From an optimization exercise on the open Yosys and OpenROAD flow, aimed at small area, a short achievable clock period and few clock cycles; shortcuts taken in it are not production practice. Function was checked by simulation only, so behaviour that the tests miss may differ from the original.

==> inputs of trial 36 <==
// RV32core
module RV32core(
		input clk,
		input rst,
		output[29:0] imem_addr,
		input[31:0] imem_rdata,
		output[29:0] dmem_addr,
		output dmem_we,
		output[3:0] dmem_wstrb,
		output[31:0] dmem_wdata,
		input[31:0] dmem_rdata,
		input[4:0] dbg_addr,
		output[31:0] dbg_data,
		output halted
	);
	reg ex_valid;
	reg ex_load, ex_store, ex_taken, ex_jump, ex_passb, ex_wr;
	reg ex_sub, ex_alt;
	reg[2:0] ex_f3;
	reg[4:0] ex_rd;
	reg[31:0] ex_a, ex_b, ex_c;
	reg[29:0] pc_f;
	reg halt_r;
	wire redirect;
	wire[29:0] redirect_pc;
	wire wb_en;
	wire[4:0] wb_rd;
	wire[31:0] wb_data;
	wire md_active, md_wr, md_done;
	wire[4:0] md_rd;
	wire[31:0] md_res;
	wire[29:0] fpc = redirect ? redirect_pc : pc_f;
	assign imem_addr = fpc;
	wire[31:0] inst = imem_rdata;
	wire[29:0] fpc_p1 = fpc + 30'd1;
	wire[4:0] op5 = inst[6:2];
	wire[2:0] f3 = inst[14:12];
	wire[4:0] rd = inst[11:7];
	wire[4:0] rs1 = inst[19:15];
	wire[4:0] rs2 = inst[24:20];
	wire d_load   = op5 == 5'b00000;
	wire d_store  = op5 == 5'b01000;
	wire d_branch = op5 == 5'b11000;
	wire d_jalr   = op5 == 5'b11001;
	wire d_jal    = op5 == 5'b11011;
  ...
==> module md_unit, before the edit <==
module md_unit(
	input clk, rst,
	input start,                
	input[2:0] f3_in,
	input[4:0] rd_in,
	input[31:0] a_in, b_in,
	input cancel,               
	input slot_free,            
	output active,              
	output[4:0] rd,
	output wr,                  
	output done,                
	output[31:0] res
);
	reg busy, setup;
	reg is_div;
	reg[1:0] op;
	reg[5:0] cnt;
	reg[4:0] rd_r;
	reg wr_r;
	reg[34:0] X;
	reg[31:0] Y;
	reg[33:0] Z;
	reg q_neg, r_neg;
	reg bp;
	wire a_signed = op == 2'b01 || op == 2'b10;
	wire b_signed = op == 2'b01;
	wire last = cnt[1:0] == 2'd3;
	wire[34:0] ax = {{3{a_signed & X[31]}}, X[31:0]};
	wire[8:0] bw = {Y[7:0], bp & ~setup};
	reg[41:0] row [0:5];
	integer j;
	always @* begin
		row[0] = setup ? 42'd0 : {{8{Z[33]}}, Z};
		for(j = 0; j < 4; j = j + 1) begin : booth
			reg one, two, neg;
			reg[34:0] mag;
			one = bw[2*j] ^ bw[2*j+1];
			two = (bw[2*j+2] & ~bw[2*j+1] & ~bw[2*j]) | (~bw[2*j+2] & bw[2*j+1] & bw[2*j]);
			neg = bw[2*j+2];
			mag = one ? ax : two ? {ax[33:0], 1'b0} : 35'd0;
			row[j+1] = {{7{mag[34] ^ neg}}, mag ^ {35{neg}}} << (2*j);
		end
		row[5] = (last & ~b_signed & Y[7]) ? ({{7{ax[34]}}, ax} << 8) : 42'd0;
		row[2][0] = bw[2];
		row[3][2] = bw[4];
		row[4][4] = bw[6];
		row[5][6] = bw[8];
	end
	function [83:0] csa(input[41:0] a, input[41:0] b, input[41:0] c);
		csa = {(a & b | a & c | b & c) << 1, a ^ b ^ c};
	endfunction
	wire[83:0] l1a = csa(row[0], row[1], row[2]);
	wire[83:0] l1b = csa(row[3], row[4], row[5]);
	wire[83:0] l2 = csa(l1a[41:0], l1a[83:42], l1b[41:0]);
	wire[83:0] l3 = csa(l2[41:0], l2[83:42], l1b[83:42]);
	wire[41:0] msum = l3[41:0] + l3[83:42];
	wire[31:0] mul_res = (op == 2'b00) ? {msum[7:0], Y[31:8]} : msum[39:8];
	wire sgn = ~op[0];
	wire a_neg = sgn & X[31];
	wire b_neg = sgn & Y[31];
	wire d_add = q_neg ^ r_neg;
	wire[34:0] diff = {3'b000, Z[31:0]} + (X ^ {35{~d_add}}) + {34'd0, ~d_add};
	wire fits = ~diff[34];
	wire[31:0] Rn = fits ? diff[31:0] : Z[31:0];
	wire[31:0] Qn = {Y[30:0], fits};
	wire[31:0] n_in = setup ? X[31:0] : (op[1] ? Rn : Qn);
	wire n_neg = setup ? a_neg : (op[1] ? r_neg : q_neg);
	wire[31:0] n_out = n_neg ? -n_in : n_in;
	wire[31:0] ua = n_out;
	function [5:0] clz32(input[31:0] x);
		reg[15:0] h;
		reg[7:0] q;
		reg[3:0] e;
		reg[1:0] t;
		begin
			clz32[5] = x == 32'd0;
			clz32[4] = x[31:16] == 16'd0;
			h = clz32[4] ? x[15:0] : x[31:16];
			clz32[3] = h[15:8] == 8'd0;
			q = clz32[3] ? h[7:0] : h[15:8];
			clz32[2] = q[7:4] == 4'd0;
			e = clz32[2] ? q[3:0] : q[7:4];
			clz32[1] = e[3:2] == 2'd0;
			t = clz32[1] ? e[1:0] : e[3:2];
			clz32[0] = ~t[1];
			if(clz32[5]) clz32[4:0] = 5'd0;
		end
	endfunction
	function [31:0] smear(input[31:0] x);
		reg[31:0] y;
		begin
			y = x | (x >> 1);
			y = y | (y >> 2);
			y = y | (y >> 4);
			y = y | (y >> 8);
			smear = y | (y >> 16);
		end
	endfunction
	wire[31:0] ca = X[31:0] ^ {32{a_neg}};
	wire[31:0] cb = Y ^ {32{b_neg}};
	wire[5:0] lza = clz32(ca);
	wire[5:0] lzb = clz32(cb);
	wire[6:0] sdiff = {1'b0, lzb} - {1'b0, lza} + {6'd0, a_neg};
	wire b_zero = Y == 32'd0;
	wire[31:0] ta = smear(ca);
	wire b_big = |(smear(cb) & ~(a_neg ? {ta[30:0], 1'b1} : ta));
	wire early = b_zero | b_big;
	wire[5:0] sh = sdiff[5:0];
	wire[31:0] div_res = setup ? (op[1] ? X[31:0] : {32{b_zero}}) : n_out;
	wire fin = busy & (is_div ? (setup ? early : cnt == 6'd0) : last);
	wire step = busy & ~(fin & ~slot_free);    
	assign active = busy;
	assign rd = rd_r;
	assign wr = wr_r;
	assign done = fin & slot_free;
	assign res = is_div ? div_res : mul_res;
	always @(posedge clk or posedge rst) begin
		if(rst) begin
			busy <= 1'b0;
			setup <= 1'b0;
			wr_r <= 1'b0;
		end
		else if(start) begin
			busy <= 1'b1;
			setup <= 1'b1;
			wr_r <= rd_in != 5'd0;
		end
		else begin
			if(step) setup <= 1'b0;
			if(done) busy <= 1'b0;
			if(cancel) wr_r <= 1'b0;
		end
	end
	always @(posedge clk) begin
		if(start) begin
			X <= {3'b000, a_in};
			Y <= b_in;
			op <= f3_in[1:0];
			is_div <= f3_in[2];
			rd_r <= rd_in;
			cnt <= 6'd0;
		end
		else if(step) begin
			if(!is_div) begin
				Y <= {msum[7:0], Y[31:8]};
				Z <= msum[41:8];
				bp <= Y[7];
				cnt <= cnt + 6'd1;
			end
			else if(setup) begin
				Z <= {2'b00, ua};
				X <= {{3{b_neg}}, Y} << sh;
				Y <= 32'd0;
				cnt <= sh;
				q_neg <= a_neg ^ b_neg;
				r_neg <= a_neg;
			end
			else begin
				Z <= {2'b00, Rn};
				X <= {X[34], X[34:1]};
				Y <= Qn;
				cnt <= cnt - 6'd1;
			end
		end
	end
endmodule
==> flow/config.mk <==
export PLATFORM = sky130hd
export DESIGN_NAME = RV32core
export DESIGN_NICKNAME = RV32core
export VERILOG_FILES = /design/flow/design.v
export SDC_FILE = /design/flow/constraint.sdc
export NUM_CORES = 8
export LEC_CHECK = 0
export CAP_MARGIN = 20
export CELL_PAD_IN_SITES_DETAIL_PLACEMENT = 1
export CORE_MARGIN = 2
export CORE_UTILIZATION = 35
export CTS_CLUSTER_DIAMETER = 120
export CTS_CLUSTER_SIZE = 20
export SETUP_SLACK_MARGIN = 5.0
export SLEW_MARGIN = 20
==> flow/constraint.sdc <==
create_clock -name core_clock -period 13.5 [get_ports {clk}]
set_input_delay 2.7000 -clock core_clock [delete_from_list [all_inputs] [get_ports {clk}]]
set_output_delay 2.7000 -clock core_clock [all_outputs]
set_load 0.01 [all_outputs]
standard.sh (not shown) runs the stock make flow with config.mk's settings and CLKGATE_MAP_FILE= SYNTH_SCRIPT=/design/flow/synth_recipe.tcl, a recipe that flattens the netlist after the stock synthesis.
==> flow/flow/run.sh <==
#!/bin/bash
set -euo pipefail
MARGIN=5.75
sed "s/SETUP_SLACK_MARGIN=[0-9.]*/SETUP_SLACK_MARGIN=$MARGIN/" standard.sh > standard_margin.sh
grep -q "SETUP_SLACK_MARGIN=$MARGIN" standard_margin.sh
bash standard_margin.sh > flow.log 2>&1
==> trial 15: changes against trial 36 <==
--- a/flow/design.v
+++ b/flow/design.v
@@ -63,3 +63,3 @@
 	reg wr_r;
-	reg[34:0] X;
+	reg[33:0] X;
 	reg[31:0] Y;
@@ -104,4 +104,3 @@
 	wire b_neg = sgn & Y[31];
-	wire d_add = q_neg ^ r_neg;
-	wire[34:0] diff = {3'b000, Z[31:0]} + (X ^ {35{~d_add}}) + {34'd0, ~d_add};
+	wire[34:0] diff = {3'b000, Z[31:0]} - {1'b0, X};
 	wire fits = ~diff[34];
@@ -113,2 +112,3 @@
 	wire[31:0] ua = n_out;
+	wire[31:0] ub = b_neg ? -Y : Y;
 	function [5:0] clz32(input[31:0] x);
@@ -179,3 +179,3 @@
 		if(start) begin
-			X <= {3'b000, a_in};
+			X <= {2'b00, a_in};
 			Y <= b_in;
@@ -195,3 +195,3 @@
 				Z <= {2'b00, ua};
-				X <= {{3{b_neg}}, Y} << sh;
+				X <= {2'b00, ub} << sh;
 				Y <= 32'd0;
@@ -203,3 +203,3 @@
 				Z <= {2'b00, Rn};
-				X <= {X[34], X[34:1]};
+				X <= {1'b0, X[33:1]};
 				Y <= Qn;
--- a/flow/flow/run.sh
+++ b/flow/flow/run.sh
@@ -2,3 +2,3 @@
 set -euo pipefail
-MARGIN=5.75
+MARGIN=6.5
 sed "s/SETUP_SLACK_MARGIN=[0-9.]*/SETUP_SLACK_MARGIN=$MARGIN/" standard.sh > standard_margin.sh
==> build 71: changes against trial 36 <==
--- a/flow/design.v
+++ b/flow/design.v
@@ -63,3 +63,3 @@
 	reg wr_r;
-	reg[34:0] X;
+	reg[33:0] X;
 	reg[31:0] Y;
@@ -104,4 +104,3 @@
 	wire b_neg = sgn & Y[31];
-	wire d_add = q_neg ^ r_neg;
-	wire[34:0] diff = {3'b000, Z[31:0]} + (X ^ {35{~d_add}}) + {34'd0, ~d_add};
+	wire[34:0] diff = {3'b000, Z[31:0]} - {1'b0, X};
 	wire fits = ~diff[34];
@@ -113,2 +112,3 @@
 	wire[31:0] ua = n_out;
+	wire[31:0] ub = b_neg ? -Y : Y;
 	function [5:0] clz32(input[31:0] x);
@@ -179,3 +179,3 @@
 		if(start) begin
-			X <= {3'b000, a_in};
+			X <= {2'b00, a_in};
 			Y <= b_in;
@@ -195,3 +195,3 @@
 				Z <= {2'b00, ua};
-				X <= {{3{b_neg}}, Y} << sh;
+				X <= {2'b00, ub} << sh;
 				Y <= 32'd0;
@@ -203,3 +203,3 @@
 				Z <= {2'b00, Rn};
-				X <= {X[34], X[34:1]};
+				X <= {1'b0, X[33:1]};
 				Y <= Qn;
ABC_AREA = 1   (was unset)
==> notes <==
- Trial 36 went through all stages and came out clean. Build 71 produced a clean layout. Trial 15 finished with max-capacitance violations, max-slew violations left.
- Die area: build 71 > trial 36 > trial 15.
- The lowest wire length belongs to trial 36, the highest to trial 15.
- Via count: trial 15 is higher than build 71 (2.0%).
- Critical path depth: trial 36 is lower than trial 15 (22).
- The highest first-iteration DRC count belongs to trial 15, the lowest to build 71.
==> figures <==
Number of maximum-capacitance violations: trial 15 2; build 71 0; trial 36 0
Routed met1 length: trial 15 186.5 mm; build 71 178.6 mm; trial 36 177.6 mm
Critical path data arrival time: trial 15 8.75 ns; build 71 5.93 ns; trial 36 5.33 ns
Clock Sink Count: trial 15 1287; build 71 1287; trial 36 1288
Worst setup path startpoint: trial 15 md.Y[1]$_DFFE_PP_; build 71 dbg_addr[3]; trial 36 imem_rdata[16]
Layout fillers: trial 15 26830; build 71 29900; trial 36 27580
Distinct cell type count after synthesis: trial 15 108; build 71 73; trial 36 103
Area fraction of the dominant cell type after synthesis: trial 15 0.3789; build 71 0.3732; trial 36 0.3771
Run status: trial 15 finished with violations; build 71 no timing/DRC/antenna violations; trial 36 no timing/DRC/antenna violations
Layout check failures: trial 15 max-capacitance violations, max-slew violations; build 71 -; trial 36 -
GRT Resource Usage Total: trial 15 0.4304; build 71 0.3818; trial 36 0.3846
Routing usage on met2: trial 15 0.5825; build 71 0.5453; trial 36 0.5478
Reg2Reg Setup Slack: trial 15 5.30 ns; build 71 5.47 ns; trial 36 5.68 ns
Testbench counts of trial 36, summed over its fixed seeds: cycles 22,691.
Testbench counts of trial 15, summed over its fixed seeds: cycles 22,691.
Testbench counts of build 71, summed over its fixed seeds: cycles 22,691.

[separate check: timing with driven ports]
How much do the figures lean on ideal ports? The routed layouts below were timed once more, with nothing changed but the port constraints. Step 1 (the two cells are an assumption about what drives the block):
set clk [get_ports {clk}]
set_driving_cell -lib_cell sky130_fd_sc_hd__clkbuf_16 $clk
set_driving_cell -lib_cell sky130_fd_sc_hd__buf_2 [delete_from_list [all_inputs] $clk]
Step 2 times the ports against the registers' clock, not the clock port: input delays grow and output delays shrink by t, the midpoint of the rising clock arrivals with the driver on. Three values: ideal ports, drivers, drivers and shift; two values: the first two.
| run | shift t [ns] | setup slack, ns | worst setup path at the end | cell pins on the clock port's net |
|---|---|---|---|---|
| trial 36 | 0.868 | 5.474 / 5.363 / 4.830 | input to register | 1 |
| trial 15 | 0.877 | 5.303 / 5.303 / 4.563 | input to register | 1 |
| build 71 | 0.871 | 4.873 / 4.812 / 4.480 | input to register | 1 |
The setup slack of trial 15, which loses most, moves by 0.000 ns with the drivers and by -0.740 ns with both steps.
